From an optimization exercise on the open Yosys and OpenROAD flow, aimed at small area and a short achievable clock period; shortcuts taken in it are not production practice.
At most, simulation tests tie the RTL to the original design; equivalence was not proved.
The RTL of run 2 was laid out without a check of its function.

## flow/design.v (module list and top-level ports; edited modules follow where they fit)
// module mult16_top: 17 lines
// module mul_aoi21: 3 lines
// module mul_fa: 4 lines
// module mul_inv: 3 lines
// module mul_mux2i: 3 lines
// module mul_nand2: 3 lines
// module mul_nor2: 3 lines
// module mul_oai21: 3 lines
// module mul_xnor2: 3 lines
// module mul_xor2: 3 lines
// module multiplier_16bit: 1892 lines
module mult16_top (
  input         clk,
  input  [15:0] a,
  input  [15:0] b,
  output [31:0] p
);
  // ...
==> flow/flow/run.sh <==
#!/bin/bash
# The standard layout (the standard.sh), except that the input and output
# port buffers are buf_2 cells and clock tree synthesis inserts no dummy loads.
# All of the flow's output goes to standard.log.
set -e
export BUFFER_PORTS_ARGS="-buffer_cell sky130_fd_sc_hd__buf_2"
export CTS_ARGS="-sink_clustering_enable -repair_clock_nets -dont_use_dummy_load -buf_list sky130_fd_sc_hd__clkbuf_8 -sink_clustering_size 64 -sink_clustering_max_diameter 300"
bash standard.sh > standard.log 2>&1
==> flow/standard.sh <==
#!/bin/bash
# synth_recipe.tcl (not shown) runs the flow's synth.tcl, then flattens the netlist and writes it again
# the make line also repeats each setting of config.mk as NAME=value (left out here)
make -C /OpenROAD-flow-scripts/flow DESIGN_CONFIG=/design/flow/config.mk WORK_HOME=/design/flow/orfs CLKGATE_MAP_FILE= SYNTH_SCRIPT=/design/flow/synth_recipe.tcl "${@:-finish}"
==> flow/config.mk <==
export PLATFORM = sky130hd
export DESIGN_NAME = mult16_top
export DESIGN_NICKNAME = mult16_top
export VERILOG_FILES = /design/flow/design.v
export SDC_FILE = /design/flow/constraint.sdc
export NUM_CORES = 4
export LEC_CHECK = 0
export CAP_MARGIN = 20
export CORE_MARGIN = 2
export CORE_UTILIZATION = 40
export CTS_BUF_LIST = sky130_fd_sc_hd__clkbuf_8
export CTS_CLUSTER_DIAMETER = 300
export CTS_CLUSTER_SIZE = 64
export SLEW_MARGIN = 20
export SYNTH_HIERARCHICAL = 1
export SYNTH_MINIMUM_KEEP_SIZE = 0
==> flow/constraint.sdc <==
create_clock -name core_clock -period 15.0 [get_ports {clk}]
set_input_delay 3.0000 -clock core_clock [delete_from_list [all_inputs] [get_ports {clk}]]
set_output_delay 3.0000 -clock core_clock [all_outputs]
set_load 0.01 [all_outputs]
==> qor.yml, run 1 <==
cp_common_cell: "sky130_fd_sc_hd__fa_1"
met3_length_um: 982
reg_top3: "p_r (32), a_r (16), b_r (16)"
cell_at_the_root_of_the_clock_tree: "sky130_fd_sc_hd__clkbuf_8"
number_of_endpoints_failing_setup_at_the_final_stage: 0
wl_met2_mm: 10.5
setup.worst_path.class: "reg2reg"
num-nonclk-buffers: 64
first_global_vias: 6759
largest_net_degree_at_the_start_of_global_routing: 14
post_layout_nonfiller_instances: 1252
drt-pass1-iter-count: 5
inverters: 139
busiest_layer: "met2"
post_synth_design_cell_area_mm2: 0.00843
hpwl_mm: 16.3
layout.cells.most_common: "sky130_fd_sc_hd__nor2_1"
postSynth.asyncResetShare_pct: 0
largest_register: "p_r"
cts.clk_slew.worst_paths_ns: 0.08
status: "timing/DRC/antenna clean"
number_of_max_slew_violations_in_the_final_report: 0
clock_network_share_of_area_pct: 1.38
r2r.worst_path.cells: 18
maximum_operating_frequency_ghz: 0.200
==> run 2, diff against run 1 <==
--- a/flow/design.v
+++ b/flow/design.v
@@ -1032,42 +1032,16 @@
   wire n985;
   wire n986;
   wire n987;
   wire n988;
   wire n989;
   wire n990;
   wire n991;
   wire n992;
-  wire n993;
-  wire n994;
-  wire n995;
-  wire n996;
-  wire n997;
-  wire n998;
-  wire n999;
-  wire n1000;
-  wire n1001;
-  wire n1002;
-  wire n1003;
-  wire n1004;
-  wire n1005;
-  wire n1006;
-  wire n1007;
-  wire n1008;
-  wire n1009;
-  wire n1010;
-  wire n1011;
-  wire n1012;
-  wire n1013;
-  wire n1014;
-  wire n1015;
-  wire n1016;
-  wire n1017;
-  wire n1018;
   mul_inv u0 (.a(a[0]), .y(n1));
   mul_inv u1 (.a(a[0]), .y(n2));
   mul_inv u2 (.a(a[1]), .y(n3));
   mul_inv u3 (.a(a[1]), .y(n4));
   mul_inv u4 (.a(a[2]), .y(n5));
   mul_inv u5 (.a(a[2]), .y(n6));
   mul_inv u6 (.a(a[3]), .y(n7));
   mul_inv u7 (.a(a[3]), .y(n8));
@@ -1728,211 +1702,185 @@
   mul_inv u662 (.a(n840), .y(n841));
   mul_nand2 u663 (.a(n325), .b(n841), .y(n842));
   mul_inv u664 (.a(n842), .y(n843));
   mul_nand2 u665 (.a(n331), .b(n843), .y(n844));
   mul_oai21 u666 (.a1(n779), .a2(n844), .b1(n780), .y(n845));
   mul_inv u667 (.a(n783), .y(n846));
   mul_inv u668 (.a(n782), .y(n847));
   mul_aoi21 u669 (.a1(n847), .a2(n845), .b1(n846), .y(n848));
-  mul_oai21 u670 (.a1(n785), .a2(n783), .b1(n786), .y(n849));
-  mul_nor2 u671 (.a(n785), .b(n782), .y(n850));
-  mul_aoi21 u672 (.a1(n850), .a2(n845), .b1(n849), .y(n851));
-  mul_oai21 u673 (.a1(n788), .a2(n851), .b1(n789), .y(n852));
-  mul_inv u674 (.a(n792), .y(n853));
-  mul_inv u675 (.a(n791), .y(n854));
-  mul_aoi21 u676 (.a1(n854), .a2(n852), .b1(n853), .y(n855));
-  mul_oai21 u677 (.a1(n794), .a2(n855), .b1(n795), .y(n856));
-  mul_nor2 u678 (.a(n435), .b(n795), .y(n857));
-  mul_nor2 u679 (.a(n435), .b(n794), .y(n858));
-  mul_inv u680 (.a(n857), .y(n859));
-  mul_inv u681 (.a(n858), .y(n860));
-  mul_oai21 u682 (.a1(n860), .a2(n855), .b1(n859), .y(n861));
-  mul_inv u683 (.a(n798), .y(n862));
-  mul_inv u684 (.a(n797), .y(n863));
-  mul_aoi21 u685 (.a1(n863), .a2(n861), .b1(n862), .y(n864));
-  mul_inv u686 (.a(n486), .y(n865));
-  mul_nor2 u687 (.a(n865), .b(n798), .y(n866));
-  mul_inv u688 (.a(n486), .y(n867));
-  mul_nor2 u689 (.a(n867), .b(n797), .y(n868));
-  mul_aoi21 u690 (.a1(n868), .a2(n861), .b1(n866), .y(n869));
-  mul_inv u691 (.a(n800), .y(n870));
-  mul_inv u692 (.a(n799), .y(n871));
-  mul_oai21 u693 (.a1(n871), .a2(n869), .b1(n870), .y(n872));
-  mul_nand2 u694 (.a(n545), .b(n800), .y(n873));
-  mul_nand2 u695 (.a(n545), .b(n799), .y(n874));
-  mul_oai21 u696 (.a1(n874), .a2(n869), .b1(n873), .y(n875));
-  mul_oai21 u697 (.a1(n802), .a2(n873), .b1(n803), .y(n876));
-  mul_nor2 u698 (.a(n802), .b(n874), .y(n877));
-  mul_inv u699 (.a(n869), .y(n878));
-  mul_aoi21 u700 (.a1(n877), .a2(n878), .b1(n876), .y(n879));
-  mul_oai21 u701 (.a1(n804), .a2(n879), .b1(n805), .y(n880));
-  mul_oai21 u702 (.a1(n806), .a2(n805), .b1(n807), .y(n881));
-  mul_nor2 u703 (.a(n806), .b(n804), .y(n882));
-  mul_inv u704 (.a(n881), .y(n883));
-  mul_inv u705 (.a(n882), .y(n884));
-  mul_oai21 u706 (.a1(n884), .a2(n879), .b1(n883), .y(n885));
-  mul_aoi21 u707 (.a1(n808), .a2(n881), .b1(n809), .y(n886));
-  mul_nand2 u708 (.a(n808), .b(n882), .y(n887));
-  mul_oai21 u709 (.a1(n887), .a2(n879), .b1(n886), .y(n888));
-  mul_inv u710 (.a(n812), .y(n889));
-  mul_inv u711 (.a(n811), .y(n890));
-  mul_aoi21 u712 (.a1(n890), .a2(n809), .b1(n889), .y(n891));
-  mul_nand2 u713 (.a(n890), .b(n808), .y(n892));
-  mul_inv u714 (.a(n891), .y(n893));
-  mul_inv u715 (.a(n892), .y(n894));
-  mul_aoi21 u716 (.a1(n894), .a2(n881), .b1(n893), .y(n895));
-  mul_nand2 u717 (.a(n894), .b(n882), .y(n896));
-  mul_oai21 u718 (.a1(n896), .a2(n879), .b1(n895), .y(n897));
-  mul_oai21 u719 (.a1(n814), .a2(n812), .b1(n815), .y(n898));
-  mul_nor2 u720 (.a(n814), .b(n811), .y(n899));
-  mul_inv u721 (.a(n898), .y(n900));
-  mul_inv u722 (.a(n899), .y(n901));
-  mul_oai21 u723 (.a1(n901), .a2(n886), .b1(n900), .y(n902));
-  mul_nor2 u724 (.a(n901), .b(n887), .y(n903));
-  mul_inv u725 (.a(n879), .y(n904));
-  mul_aoi21 u726 (.a1(n903), .a2(n904), .b1(n902), .y(n905));
+  mul_oai21 u670 (.a1(n785), .a2(n848), .b1(n786), .y(n849));
+  mul_inv u671 (.a(n789), .y(n850));
+  mul_inv u672 (.a(n788), .y(n851));
+  mul_aoi21 u673 (.a1(n851), .a2(n849), .b1(n850), .y(n852));
+  mul_oai21 u674 (.a1(n791), .a2(n852), .b1(n792), .y(n853));
+  mul_inv u675 (.a(n795), .y(n854));
+  mul_inv u676 (.a(n794), .y(n855));
+  mul_aoi21 u677 (.a1(n855), .a2(n853), .b1(n854), .y(n856));
+  mul_nor2 u678 (.a(n435), .b(n856), .y(n857));
+  mul_nor2 u679 (.a(n797), .b(n435), .y(n858));
+  mul_inv u680 (.a(n798), .y(n859));
+  mul_inv u681 (.a(n856), .y(n860));
+  mul_aoi21 u682 (.a1(n858), .a2(n860), .b1(n859), .y(n861));
+  mul_inv u683 (.a(n486), .y(n862));
+  mul_nor2 u684 (.a(n862), .b(n798), .y(n863));
+  mul_nand2 u685 (.a(n486), .b(n858), .y(n864));
+  mul_inv u686 (.a(n863), .y(n865));
+  mul_oai21 u687 (.a1(n864), .a2(n856), .b1(n865), .y(n866));
+  mul_aoi21 u688 (.a1(n799), .a2(n866), .b1(n800), .y(n867));
+  mul_nand2 u689 (.a(n545), .b(n800), .y(n868));
+  mul_nand2 u690 (.a(n545), .b(n799), .y(n869));
+  mul_inv u691 (.a(n868), .y(n870));
+  mul_inv u692 (.a(n869), .y(n871));
+  mul_aoi21 u693 (.a1(n871), .a2(n866), .b1(n870), .y(n872));
+  mul_oai21 u694 (.a1(n802), .a2(n872), .b1(n803), .y(n873));
+  mul_oai21 u695 (.a1(n804), .a2(n803), .b1(n805), .y(n874));
+  mul_nor2 u696 (.a(n804), .b(n802), .y(n875));
+  mul_inv u697 (.a(n874), .y(n876));
+  mul_inv u698 (.a(n875), .y(n877));
+  mul_oai21 u699 (.a1(n877), .a2(n872), .b1(n876), .y(n878));
+  mul_inv u700 (.a(n807), .y(n879));
+  mul_inv u701 (.a(n806), .y(n880));
+  mul_aoi21 u702 (.a1(n880), .a2(n874), .b1(n879), .y(n881));
+  mul_nand2 u703 (.a(n880), .b(n875), .y(n882));
+  mul_oai21 u704 (.a1(n882), .a2(n872), .b1(n881), .y(n883));
+  mul_inv u705 (.a(n807), .y(n884));
+  mul_aoi21 u706 (.a1(n808), .a2(n884), .b1(n809), .y(n885));
+  mul_inv u707 (.a(n808), .y(n886));
+  mul_nor2 u708 (.a(n886), .b(n806), .y(n887));
+  mul_inv u709 (.a(n887), .y(n888));
+  mul_inv u710 (.a(n874), .y(n889));
+  mul_oai21 u711 (.a1(n888), .a2(n889), .b1(n885), .y(n890));
+  mul_inv u712 (.a(n875), .y(n891));
+  mul_nor2 u713 (.a(n888), .b(n891), .y(n892));
+  mul_inv u714 (.a(n872), .y(n893));
+  mul_aoi21 u715 (.a1(n892), .a2(n893), .b1(n890), .y(n894));
+  mul_oai21 u716 (.a1(n811), .a2(n894), .b1(n812), .y(n895));
+  mul_oai21 u717 (.a1(n814), .a2(n812), .b1(n815), .y(n896));
+  mul_nor2 u718 (.a(n814), .b(n811), .y(n897));
+  mul_inv u719 (.a(n896), .y(n898));
+  mul_inv u720 (.a(n897), .y(n899));
+  mul_oai21 u721 (.a1(n899), .a2(n894), .b1(n898), .y(n900));
+  mul_inv u722 (.a(n818), .y(n901));
+  mul_inv u723 (.a(n817), .y(n902));
+  mul_aoi21 u724 (.a1(n902), .a2(n896), .b1(n901), .y(n903));
+  mul_nand2 u725 (.a(n902), .b(n897), .y(n904));
+  mul_oai21 u726 (.a1(n904), .a2(n894), .b1(n903), .y(n905));
   mul_inv u727 (.a(n818), .y(n906));
-  mul_inv u728 (.a(n817), .y(n907));
-  mul_aoi21 u729 (.a1(n907), .a2(n898), .b1(n906), .y(n908));
-  mul_nand2 u730 (.a(n907), .b(n899), .y(n909));
-  mul_oai21 u731 (.a1(n909), .a2(n886), .b1(n908), .y(n910));
-  mul_nor2 u732 (.a(n909), .b(n887), .y(n911));
-  mul_inv u733 (.a(n879), .y(n912));
-  mul_aoi21 u734 (.a1(n911), .a2(n912), .b1(n910), .y(n913));
-  mul_oai21 u735 (.a1(n817), .a2(n815), .b1(n818), .y(n914));
-  mul_nor2 u736 (.a(n817), .b(n814), .y(n915));
-  mul_aoi21 u737 (.a1(n820), .a2(n914), .b1(n821), .y(n916));
-  mul_nand2 u738 (.a(n820), .b(n915), .y(n917));
-  mul_oai21 u739 (.a1(n917), .a2(n895), .b1(n916), .y(n918));
-  mul_nor2 u740 (.a(n917), .b(n896), .y(n919));
-  mul_inv u741 (.a(n879), .y(n920));
-  mul_aoi21 u742 (.a1(n919), .a2(n920), .b1(n918), .y(n921));
-  mul_aoi21 u743 (.a1(n823), .a2(n821), .b1(n824), .y(n922));
-  mul_nand2 u744 (.a(n823), .b(n820), .y(n923));
-  mul_inv u745 (.a(n922), .y(n924));
-  mul_inv u746 (.a(n923), .y(n925));
-  mul_aoi21 u747 (.a1(n925), .a2(n914), .b1(n924), .y(n926));
-  mul_nand2 u748 (.a(n925), .b(n915), .y(n927));
-  mul_oai21 u749 (.a1(n927), .a2(n895), .b1(n926), .y(n928));
-  mul_nor2 u750 (.a(n927), .b(n896), .y(n929));
-  mul_inv u751 (.a(n879), .y(n930));
-  mul_aoi21 u752 (.a1(n929), .a2(n930), .b1(n928), .y(n931));
-  mul_aoi21 u753 (.a1(n826), .a2(n824), .b1(n827), .y(n932));
-  mul_nand2 u754 (.a(n826), .b(n823), .y(n933));
-  mul_inv u755 (.a(n821), .y(n934));
-  mul_oai21 u756 (.a1(n933), .a2(n934), .b1(n932), .y(n935));
-  mul_inv u757 (.a(n933), .y(n936));
-  mul_nand2 u758 (.a(n936), .b(n820), .y(n937));
-  mul_inv u759 (.a(n937), .y(n938));
-  mul_aoi21 u760 (.a1(n938), .a2(n914), .b1(n935), .y(n939));
-  mul_nand2 u761 (.a(n938), .b(n915), .y(n940));
-  mul_oai21 u762 (.a1(n940), .a2(n895), .b1(n939), .y(n941));
-  mul_nor2 u763 (.a(n940), .b(n896), .y(n942));
-  mul_inv u764 (.a(n879), .y(n943));
-  mul_aoi21 u765 (.a1(n942), .a2(n943), .b1(n941), .y(n944));
-  mul_oai21 u766 (.a1(n829), .a2(n932), .b1(n830), .y(n945));
-  mul_nor2 u767 (.a(n829), .b(n933), .y(n946));
-  mul_inv u768 (.a(n945), .y(n947));
-  mul_inv u769 (.a(n946), .y(n948));
-  mul_oai21 u770 (.a1(n948), .a2(n916), .b1(n947), .y(n949));
-  mul_nor2 u771 (.a(n948), .b(n917), .y(n950));
-  mul_aoi21 u772 (.a1(n950), .a2(n897), .b1(n949), .y(n951));
-  mul_oai21 u773 (.a1(n831), .a2(n830), .b1(n832), .y(n952));
-  mul_nor2 u774 (.a(n831), .b(n829), .y(n953));
-  mul_aoi21 u775 (.a1(n953), .a2(n827), .b1(n952), .y(n954));
-  mul_nand2 u776 (.a(n953), .b(n826), .y(n955));
-  mul_oai21 u777 (.a1(n955), .a2(n926), .b1(n954), .y(n956));
-  mul_nor2 u778 (.a(n955), .b(n927), .y(n957));
-  mul_aoi21 u779 (.a1(n957), .a2(n897), .b1(n956), .y(n958));
-  mul_oai21 u780 (.a1(n833), .a2(n832), .b1(n834), .y(n959));
-  mul_nor2 u781 (.a(n833), .b(n831), .y(n960));
-  mul_inv u782 (.a(n830), .y(n961));
-  mul_aoi21 u783 (.a1(n960), .a2(n961), .b1(n959), .y(n962));
-  mul_inv u784 (.a(n960), .y(n963));
-  mul_nor2 u785 (.a(n963), .b(n829), .y(n964));
-  mul_inv u786 (.a(n964), .y(n965));
-  mul_inv u787 (.a(n827), .y(n966));
-  mul_oai21 u788 (.a1(n965), .a2(n966), .b1(n962), .y(n967));
-  mul_inv u789 (.a(n826), .y(n968));
-  mul_nor2 u790 (.a(n965), .b(n968), .y(n969));
-  mul_inv u791 (.a(n967), .y(n970));
-  mul_inv u792 (.a(n969), .y(n971));
-  mul_oai21 u793 (.a1(n971), .a2(n926), .b1(n970), .y(n972));
-  mul_nor2 u794 (.a(n971), .b(n927), .y(n973));
-  mul_aoi21 u795 (.a1(n973), .a2(n897), .b1(n972), .y(n974));
-  mul_oai21 u796 (.a1(n835), .a2(n834), .b1(n836), .y(n975));
-  mul_nor2 u797 (.a(n835), .b(n833), .y(n976));
-  mul_aoi21 u798 (.a1(n976), .a2(n952), .b1(n975), .y(n977));
-  mul_nand2 u799 (.a(n976), .b(n953), .y(n978));
-  mul_oai21 u800 (.a1(n978), .a2(n944), .b1(n977), .y(n979));
-  mul_oai21 u801 (.a1(n837), .a2(n836), .b1(n838), .y(n980));
-  mul_nor2 u802 (.a(n837), .b(n835), .y(n981));
-  mul_inv u803 (.a(n980), .y(n982));
-  mul_inv u804 (.a(n981), .y(n983));
-  mul_oai21 u805 (.a1(n983), .a2(n834), .b1(n982), .y(n984));
-  mul_nor2 u806 (.a(n983), .b(n833), .y(n985));
-  mul_aoi21 u807 (.a1(n985), .a2(n952), .b1(n984), .y(n986));
-  mul_nand2 u808 (.a(n985), .b(n953), .y(n987));
-  mul_oai21 u809 (.a1(n987), .a2(n944), .b1(n986), .y(n988));
-  mul_inv u810 (.a(n776), .y(n989));
-  mul_xnor2 u811 (.a(n777), .b(n321), .y(n990));
-  mul_xnor2 u812 (.a(n840), .b(n325), .y(n991));
-  mul_xnor2 u813 (.a(n842), .b(n331), .y(n992));
-  mul_xor2 u814 (.a(n844), .b(n779), .y(n993));
-  mul_xnor2 u815 (.a(n845), .b(n782), .y(n994));
-  mul_xor2 u816 (.a(n848), .b(n785), .y(n995));
-  mul_xor2 u817 (.a(n851), .b(n788), .y(n996));
-  mul_xnor2 u818 (.a(n852), .b(n791), .y(n997));
-  mul_xor2 u819 (.a(n855), .b(n794), .y(n998));
-  mul_xnor2 u820 (.a(n856), .b(n435), .y(n999));
-  mul_xnor2 u821 (.a(n861), .b(n797), .y(n1000));
-  mul_xnor2 u822 (.a(n864), .b(n486), .y(n1001));
-  mul_xnor2 u823 (.a(n869), .b(n799), .y(n1002));
-  mul_xor2 u824 (.a(n872), .b(n545), .y(n1003));
-  mul_xnor2 u825 (.a(n875), .b(n802), .y(n1004));
-  mul_xor2 u826 (.a(n879), .b(n804), .y(n1005));
-  mul_xnor2 u827 (.a(n880), .b(n806), .y(n1006));
-  mul_xor2 u828 (.a(n885), .b(n808), .y(n1007));
-  mul_xnor2 u829 (.a(n888), .b(n811), .y(n1008));
-  mul_xnor2 u830 (.a(n897), .b(n814), .y(n1009));
-  mul_xor2 u831 (.a(n905), .b(n817), .y(n1010));
-  mul_xnor2 u832 (.a(n913), .b(n820), .y(n1011));
-  mul_xnor2 u833 (.a(n921), .b(n823), .y(n1012));
-  mul_xnor2 u834 (.a(n931), .b(n826), .y(n1013));
-  mul_xor2 u835 (.a(n944), .b(n829), .y(n1014));
-  mul_xor2 u836 (.a(n951), .b(n831), .y(n1015));
-  mul_xor2 u837 (.a(n958), .b(n833), .y(n1016));
-  mul_xor2 u838 (.a(n974), .b(n835), .y(n1017));
-  mul_xnor2 u839 (.a(n979), .b(n837), .y(n1018));
+  mul_aoi21 u728 (.a1(n820), .a2(n906), .b1(n821), .y(n907));
+  mul_inv u729 (.a(n817), .y(n908));
+  mul_nand2 u730 (.a(n820), .b(n908), .y(n909));
+  mul_inv u731 (.a(n896), .y(n910));
+  mul_oai21 u732 (.a1(n909), .a2(n910), .b1(n907), .y(n911));
+  mul_inv u733 (.a(n897), .y(n912));
+  mul_nor2 u734 (.a(n909), .b(n912), .y(n913));
+  mul_inv u735 (.a(n911), .y(n914));
+  mul_inv u736 (.a(n913), .y(n915));
+  mul_oai21 u737 (.a1(n915), .a2(n894), .b1(n914), .y(n916));
+  mul_aoi21 u738 (.a1(n823), .a2(n821), .b1(n824), .y(n917));
+  mul_nand2 u739 (.a(n823), .b(n820), .y(n918));
+  mul_oai21 u740 (.a1(n918), .a2(n903), .b1(n917), .y(n919));
+  mul_nor2 u741 (.a(n918), .b(n904), .y(n920));
+  mul_inv u742 (.a(n919), .y(n921));
+  mul_inv u743 (.a(n920), .y(n922));
+  mul_oai21 u744 (.a1(n922), .a2(n894), .b1(n921), .y(n923));
+  mul_inv u745 (.a(n827), .y(n924));
+  mul_inv u746 (.a(n826), .y(n925));
+  mul_oai21 u747 (.a1(n925), .a2(n917), .b1(n924), .y(n926));
+  mul_nor2 u748 (.a(n925), .b(n918), .y(n927));
+  mul_inv u749 (.a(n926), .y(n928));
+  mul_inv u750 (.a(n927), .y(n929));
+  mul_oai21 u751 (.a1(n929), .a2(n903), .b1(n928), .y(n930));
+  mul_nor2 u752 (.a(n929), .b(n904), .y(n931));
+  mul_inv u753 (.a(n930), .y(n932));
+  mul_inv u754 (.a(n931), .y(n933));
+  mul_oai21 u755 (.a1(n933), .a2(n894), .b1(n932), .y(n934));
+  mul_inv u756 (.a(n830), .y(n935));
+  mul_inv u757 (.a(n829), .y(n936));
+  mul_aoi21 u758 (.a1(n936), .a2(n934), .b1(n935), .y(n937));
+  mul_oai21 u759 (.a1(n831), .a2(n830), .b1(n832), .y(n938));
+  mul_nor2 u760 (.a(n831), .b(n829), .y(n939));
+  mul_aoi21 u761 (.a1(n939), .a2(n934), .b1(n938), .y(n940));
+  mul_inv u762 (.a(n834), .y(n941));
+  mul_inv u763 (.a(n833), .y(n942));
+  mul_aoi21 u764 (.a1(n942), .a2(n938), .b1(n941), .y(n943));
+  mul_nand2 u765 (.a(n942), .b(n939), .y(n944));
+  mul_inv u766 (.a(n943), .y(n945));
+  mul_inv u767 (.a(n944), .y(n946));
+  mul_aoi21 u768 (.a1(n946), .a2(n934), .b1(n945), .y(n947));
+  mul_oai21 u769 (.a1(n835), .a2(n834), .b1(n836), .y(n948));
+  mul_nor2 u770 (.a(n835), .b(n833), .y(n949));
+  mul_aoi21 u771 (.a1(n949), .a2(n938), .b1(n948), .y(n950));
+  mul_nand2 u772 (.a(n949), .b(n939), .y(n951));
+  mul_inv u773 (.a(n950), .y(n952));
+  mul_inv u774 (.a(n951), .y(n953));
+  mul_aoi21 u775 (.a1(n953), .a2(n934), .b1(n952), .y(n954));
+  mul_oai21 u776 (.a1(n837), .a2(n836), .b1(n838), .y(n955));
+  mul_nor2 u777 (.a(n837), .b(n835), .y(n956));
+  mul_inv u778 (.a(n955), .y(n957));
+  mul_inv u779 (.a(n956), .y(n958));
+  mul_oai21 u780 (.a1(n958), .a2(n943), .b1(n957), .y(n959));
+  mul_nor2 u781 (.a(n958), .b(n944), .y(n960));
+  mul_aoi21 u782 (.a1(n960), .a2(n934), .b1(n959), .y(n961));
+  mul_inv u783 (.a(n776), .y(n962));
+  mul_xnor2 u784 (.a(n777), .b(n321), .y(n963));
+  mul_xnor2 u785 (.a(n840), .b(n325), .y(n964));
+  mul_xnor2 u786 (.a(n842), .b(n331), .y(n965));
+  mul_xor2 u787 (.a(n844), .b(n779), .y(n966));
+  mul_xnor2 u788 (.a(n845), .b(n782), .y(n967));
+  mul_xor2 u789 (.a(n848), .b(n785), .y(n968));
+  mul_xnor2 u790 (.a(n849), .b(n788), .y(n969));
+  mul_xor2 u791 (.a(n852), .b(n791), .y(n970));
+  mul_xnor2 u792 (.a(n853), .b(n794), .y(n971));
+  mul_xor2 u793 (.a(n856), .b(n435), .y(n972));
+  mul_xnor2 u794 (.a(n857), .b(n797), .y(n973));
+  mul_xnor2 u795 (.a(n861), .b(n486), .y(n974));
+  mul_xor2 u796 (.a(n866), .b(n799), .y(n975));
+  mul_xnor2 u797 (.a(n867), .b(n545), .y(n976));
+  mul_xor2 u798 (.a(n872), .b(n802), .y(n977));
+  mul_xnor2 u799 (.a(n873), .b(n804), .y(n978));
+  mul_xnor2 u800 (.a(n878), .b(n806), .y(n979));
+  mul_xor2 u801 (.a(n883), .b(n808), .y(n980));
+  mul_xor2 u802 (.a(n894), .b(n811), .y(n981));
+  mul_xnor2 u803 (.a(n895), .b(n814), .y(n982));
+  mul_xnor2 u804 (.a(n900), .b(n817), .y(n983));
+  mul_xor2 u805 (.a(n905), .b(n820), .y(n984));
+  mul_xor2 u806 (.a(n916), .b(n823), .y(n985));
+  mul_xor2 u807 (.a(n923), .b(n826), .y(n986));
+  mul_xnor2 u808 (.a(n934), .b(n829), .y(n987));
+  mul_xor2 u809 (.a(n937), .b(n831), .y(n988));
+  mul_xor2 u810 (.a(n940), .b(n833), .y(n989));
+  mul_xor2 u811 (.a(n947), .b(n835), .y(n990));
+  mul_xor2 u812 (.a(n954), .b(n837), .y(n991));
+  mul_inv u813 (.a(n961), .y(n992));
   assign o[0] = n65;
-  assign o[1] = n989;
-  assign o[2] = n990;
-  assign o[3] = n991;
-  assign o[4] = n992;
-  assign o[5] = n993;
-  assign o[6] = n994;
-  assign o[7] = n995;
-  assign o[8] = n996;
-  assign o[9] = n997;
-  assign o[10] = n998;
-  assign o[11] = n999;
-  assign o[12] = n1000;
-  assign o[13] = n1001;
-  assign o[14] = n1002;
-  assign o[15] = n1003;
-  assign o[16] = n1004;
-  assign o[17] = n1005;
-  assign o[18] = n1006;
-  assign o[19] = n1007;
-  assign o[20] = n1008;
-  assign o[21] = n1009;
-  assign o[22] = n1010;
-  assign o[23] = n1011;
-  assign o[24] = n1012;
-  assign o[25] = n1013;
-  assign o[26] = n1014;
-  assign o[27] = n1015;
-  assign o[28] = n1016;
-  assign o[29] = n1017;
-  assign o[30] = n1018;
-  assign o[31] = n988;
+  assign o[1] = n962;
+  assign o[2] = n963;
+  assign o[3] = n964;
+  assign o[4] = n965;
+  assign o[5] = n966;
+  assign o[6] = n967;
+  assign o[7] = n968;
+  assign o[8] = n969;
+  assign o[9] = n970;
+  assign o[10] = n971;
+  assign o[11] = n972;
+  assign o[12] = n973;
+  assign o[13] = n974;
+  assign o[14] = n975;
+  assign o[15] = n976;
+  assign o[16] = n977;
+  assign o[17] = n978;
+  assign o[18] = n979;
+  assign o[19] = n980;
+  assign o[20] = n981;
+  assign o[21] = n982;
+  assign o[22] = n983;
+  assign o[23] = n984;
+  assign o[24] = n985;
+  assign o[25] = n986;
+  assign o[26] = n987;
+  assign o[27] = n988;
+  assign o[28] = n989;
+  assign o[29] = n990;
+  assign o[30] = n991;
+  assign o[31] = n992;
 endmodule
==> qor.yml, run 2 <==
largest_net_degree_at_the_start_of_global_routing: 12  # -2
globalRouteOverflowTotal: 0
route.detailed.vias_per_inst: 4.75
detail_route.iter0.violations: 273
fin_setup_tns_ns: 0
cell_at_the_root_of_the_clock_tree: "sky130_fd_sc_hd__clkbuf_8"
status: "timing/DRC/antenna clean"
cts_buffers: 9
synth.distinct_cells: 11
rr_startpoint: "b_r[8]$_DFF_P_"
synth-seq-area-share_pct: 15.5
number_of_enable_type_register_cells_in_the_synthesized_netlist: 0
timing.critical_path.from_type: "register"
max_slew.worst_pin.slew_ns: 0.881
vert_die_dim_um: 148
die-area_mm2: 0.0219
layout_overhead_on_the_synthesized_area_pct: 6.54
number_of_max_slew_violations_in_the_final_report: 0  # unchanged
worst_ep_required_time_ns: 15.25
routed_len_inst_um: 15.4
synth_compound_area_share_pct: 3.46
synth_top_family_by_area: "adder cells"
grt_setup_unrepaired: "no"
hpwl_mm: 15.7  # -4.0%
tritoncts_num_sinks: 64
post-synth-top-area-cell: "sky130_fd_sc_hd__fa_1"
net_count_after_synthesis: 1121
post_synth_inst_count: 910
ys_warn_count: 7
drt-pass1-iter-count: 5  # unchanged
filler_cell_count: 2097
most_numerous_cell_in_the_yosys_netlist: "sky130_fd_sc_hd__nor2_1"
start_util_pct: 40.8
postCtsHoldBufs: 0
postSynthRegisterBits: 64
post-cts-setup-buffer-count: 0
post_synth_design_cell_area_mm2: 0.00828  # -1.8%
first_global_vias: 6424  # -5.0%
min_path_type: "reg2reg"
reg_top3: "p_r (32), a_r (16), b_r (16)"
endpoint_of_the_worst_register_to_register_path: "p_r[27]$_DFF_P_"
clock_path_buffers: 2
cts.clk_slew.worst_paths_ns: 0.08  # about the same
r2r.worst_path.cells: 20  # +2
postPlaceCellArea_mm2: 0.00870
synth_largest_type_area_fraction_pct: 43.0
grt_first_pass_wirelength_mm: 31.8
grt.total_usage_pct: 18.8
antenna_violations_before_repair: 1
timing.max_slew.rel_slack_pct: 40.8
finalWeightedCongestion: 0.897
ys_top_cells_by_count: "sky130_fd_sc_hd__nor2_1 (278), sky130_fd_sc_hd__fa_1 (178), sky130_fd_sc_hd__inv_1 (146)"
layout_common_cells: "sky130_fd_sc_hd__nor2_1 (278), sky130_fd_sc_hd__fa_1 (178), sky130_fd_sc_hd__inv_1 (146)"
post-route-cell-area_mm2: 0.00882
layout_worst_path_cycle_share_pct: 36.4
largest_register: "p_r"
core.rowCount: 52
post_synth_xor_area_fraction_pct: 11.4
synth-main-ff-cell: "sky130_fd_sc_hd__dfxtp_1"
postSynth.asyncResetShare_pct: 0  # unchanged
num_vias: 5799
multiplexer_share_of_the_synthesized_area_pct: 2.78
synth_fa_ha_area_share_pct: 43.0
die_width_um: 148
clock-skew-final_ns: 0.0266
cts_h_tree_lvls: 3
setup.worst_path.class: "reg2reg"
timing.critical_path.fanout_max: 8
crit_end: "p_r[27]$_DFF_P_"
number_of_maximum_capacitance_violations: 0
drt_wl_total_mm: 18.8
cts_tree: "yes"
portBuffers: 64
flip_flop_count_of_the_largest_register_after_layout: 32
maximum_operating_frequency_ghz: 0.183  # -8.2%
cp.arrival_ns: 5.70
syn-mean-instance-area_um2: 9.10
floorplan.io_pins: 65
route.detailed.drc: 0
cp-end-kind: "register"
synth_area_leaders: "sky130_fd_sc_hd__fa_1 (43%), sky130_fd_sc_hd__dfxtp_1 (15%), sky130_fd_sc_hd__nor2_1 (13%)"
finalCriticalPeriod_ns: 5.45
worstSetupStartpoint: "b_r[8]$_DFF_P_"
cts-resized-gates: 0
post_route_cells_drive_above_1_share_pct: 9.67
worstSkewPairLatency_ns: 0.37
seqCellArea_mm2: 0.00128
antenna_cells: 0
synth-simple-area-share_pct: 14.3
detail-route-antenna-nets: 0
rrSetupSlack_ns: 9.55
number_of_endpoints_failing_setup_at_the_final_stage: 0  # unchanged
layout.nets: 1164
timing.final.hold_violations: 0
multiInputGateArea_mm2: 0.00621
layout.cells.most_common: "sky130_fd_sc_hd__nor2_1"
core_region_area_mm2: 0.0203
## run 2: cell count changes after synthesis
cell,delta
sky130_fd_sc_hd__xor2_1,+3
sky130_fd_sc_hd__inv_1,+7
sky130_fd_sc_hd__nor2_1,-10
sky130_fd_sc_hd__a21oi_2,-8
sky130_fd_sc_hd__xnor2_1,-3
sky130_fd_sc_hd__o21ai_1,-9
sky130_fd_sc_hd__nand2_1,-6
## run 2: routing by layer
metal,up-vias,wire length [um],track usage (%)
met5,-,0,0
li1,2710,-,-
met3,38,942,3.80
met4,0,592,6.38
met1,2865,7930,23.5
met2,186,9370,32.7
## run 2: through the flow
stage	instances	worst slack, ns	hold slack [ns]	utilization (%)
2_1_floorplan	910	10.18	0.612	-
3_3_place_gp	1212	9.59	0.578	42.9
3_5_place_dp	1212	9.56	0.598	42.9
4_1_cts	1221	9.54	0.621	43.5
5_1_grt	1221	9.05	0.682	43.5
6_report	1221	9.55	0.623	43.5
## run 2: cells by family after synthesis
group,Yosys count
flops,64
xor+xnor,108
simple gates,316
fa+ha+maj,178
mux,23
compound gates,43
buf+inv,178
## run 2: per-module statistics from Yosys (local to each module, per instance), excerpt
module | cells inside | times used | flip-flops and latches
mul_aoi21 | 1 | 19 | 0
mul_xor2 | 1 | 20 | 0
mul_xnor2 | 1 | 88 | 0
multiplier_16bit | 32 | 1 | 0
mul_nand2 | 1 | 38 | 0
mul_inv | 1 | 146 | 0
mult16_top | 64 | 1 | 64
mul_mux2i | 1 | 23 | 0
## run 2: worst min path at each step
stage                      to           start  cells after the start  slack, ns
2_1_floorplan  p_r[0]$_DFF_P_  a_r[0]$_DFF_P_                      3       0.61
3_3_place_gp   p_r[0]$_DFF_P_  a_r[0]$_DFF_P_                      2       0.58
3_5_place_dp   p_r[0]$_DFF_P_  a_r[0]$_DFF_P_                      2       0.60
4_1_cts        p_r[0]$_DFF_P_  a_r[0]$_DFF_P_                      2       0.62
5_1_grt        p_r[0]$_DFF_P_  a_r[0]$_DFF_P_                      2       0.68
6_report       p_r[0]$_DFF_P_  a_r[0]$_DFF_P_                      2       0.62
## run 2: critical path: stages, from the launching register on
cell and delay, ns:
sky130_fd_sc_hd__dfxtp_1 0.31, sky130_fd_sc_hd__inv_1 0.22, sky130_fd_sc_hd__nor2_1 0.12, sky130_fd_sc_hd__fa_1 0.45, sky130_fd_sc_hd__fa_1 0.46, sky130_fd_sc_hd__fa_1 0.41
sky130_fd_sc_hd__fa_1 0.39, sky130_fd_sc_hd__xnor2_1 0.28, sky130_fd_sc_hd__xnor2_1 0.19, sky130_fd_sc_hd__nand2_1 0.09, sky130_fd_sc_hd__xnor2_1 0.27, sky130_fd_sc_hd__mux2i_1 0.30
sky130_fd_sc_hd__xor2_1 0.32, sky130_fd_sc_hd__nand2_1 0.08, sky130_fd_sc_hd__inv_1 0.08, sky130_fd_sc_hd__a21oi_2 0.10, sky130_fd_sc_hd__inv_1 0.10, sky130_fd_sc_hd__a21oi_2 0.12
sky130_fd_sc_hd__o21ai_1 0.73, sky130_fd_sc_hd__a21oi_2 0.11, sky130_fd_sc_hd__xor2_1 0.17
## run 2: layout make-up
class	instances	area share, %
clock buffer	9	1.40
inverter	146	6.21
multi-input combinational	668	70.4
sequential	64	14.5
tap	270	3.83
timing repair buffer	64	3.63

-- what the ideal ports hide --
The flow's constraints put no driver on any port. The routed layouts listed below were extracted and timed again, unchanged, in two steps.
Step 1: set_driving_cell puts a clkbuf_16 on clk and a buf_2 on each other input, an assumption about the parent block.
Step 2 also shifts input and output timing later by t, the mid clock arrival at the registers, as if the neighbouring blocks saw the same clock.
a / b / c = ideal / step 1 / step 2; a / b = the first two.
run	shift t [ns]	slack for setup (ns)	hold slack, ns	cell pins on the clock port's net
run 1	0.399	9.995 / 9.995 / 9.995	0.640 / 0.640 / 0.640	1
run 2	0.396	9.547 / 9.547 / 9.547	0.623 / 0.623 / 0.623	1
After both steps setup and hold are still met in every run listed.
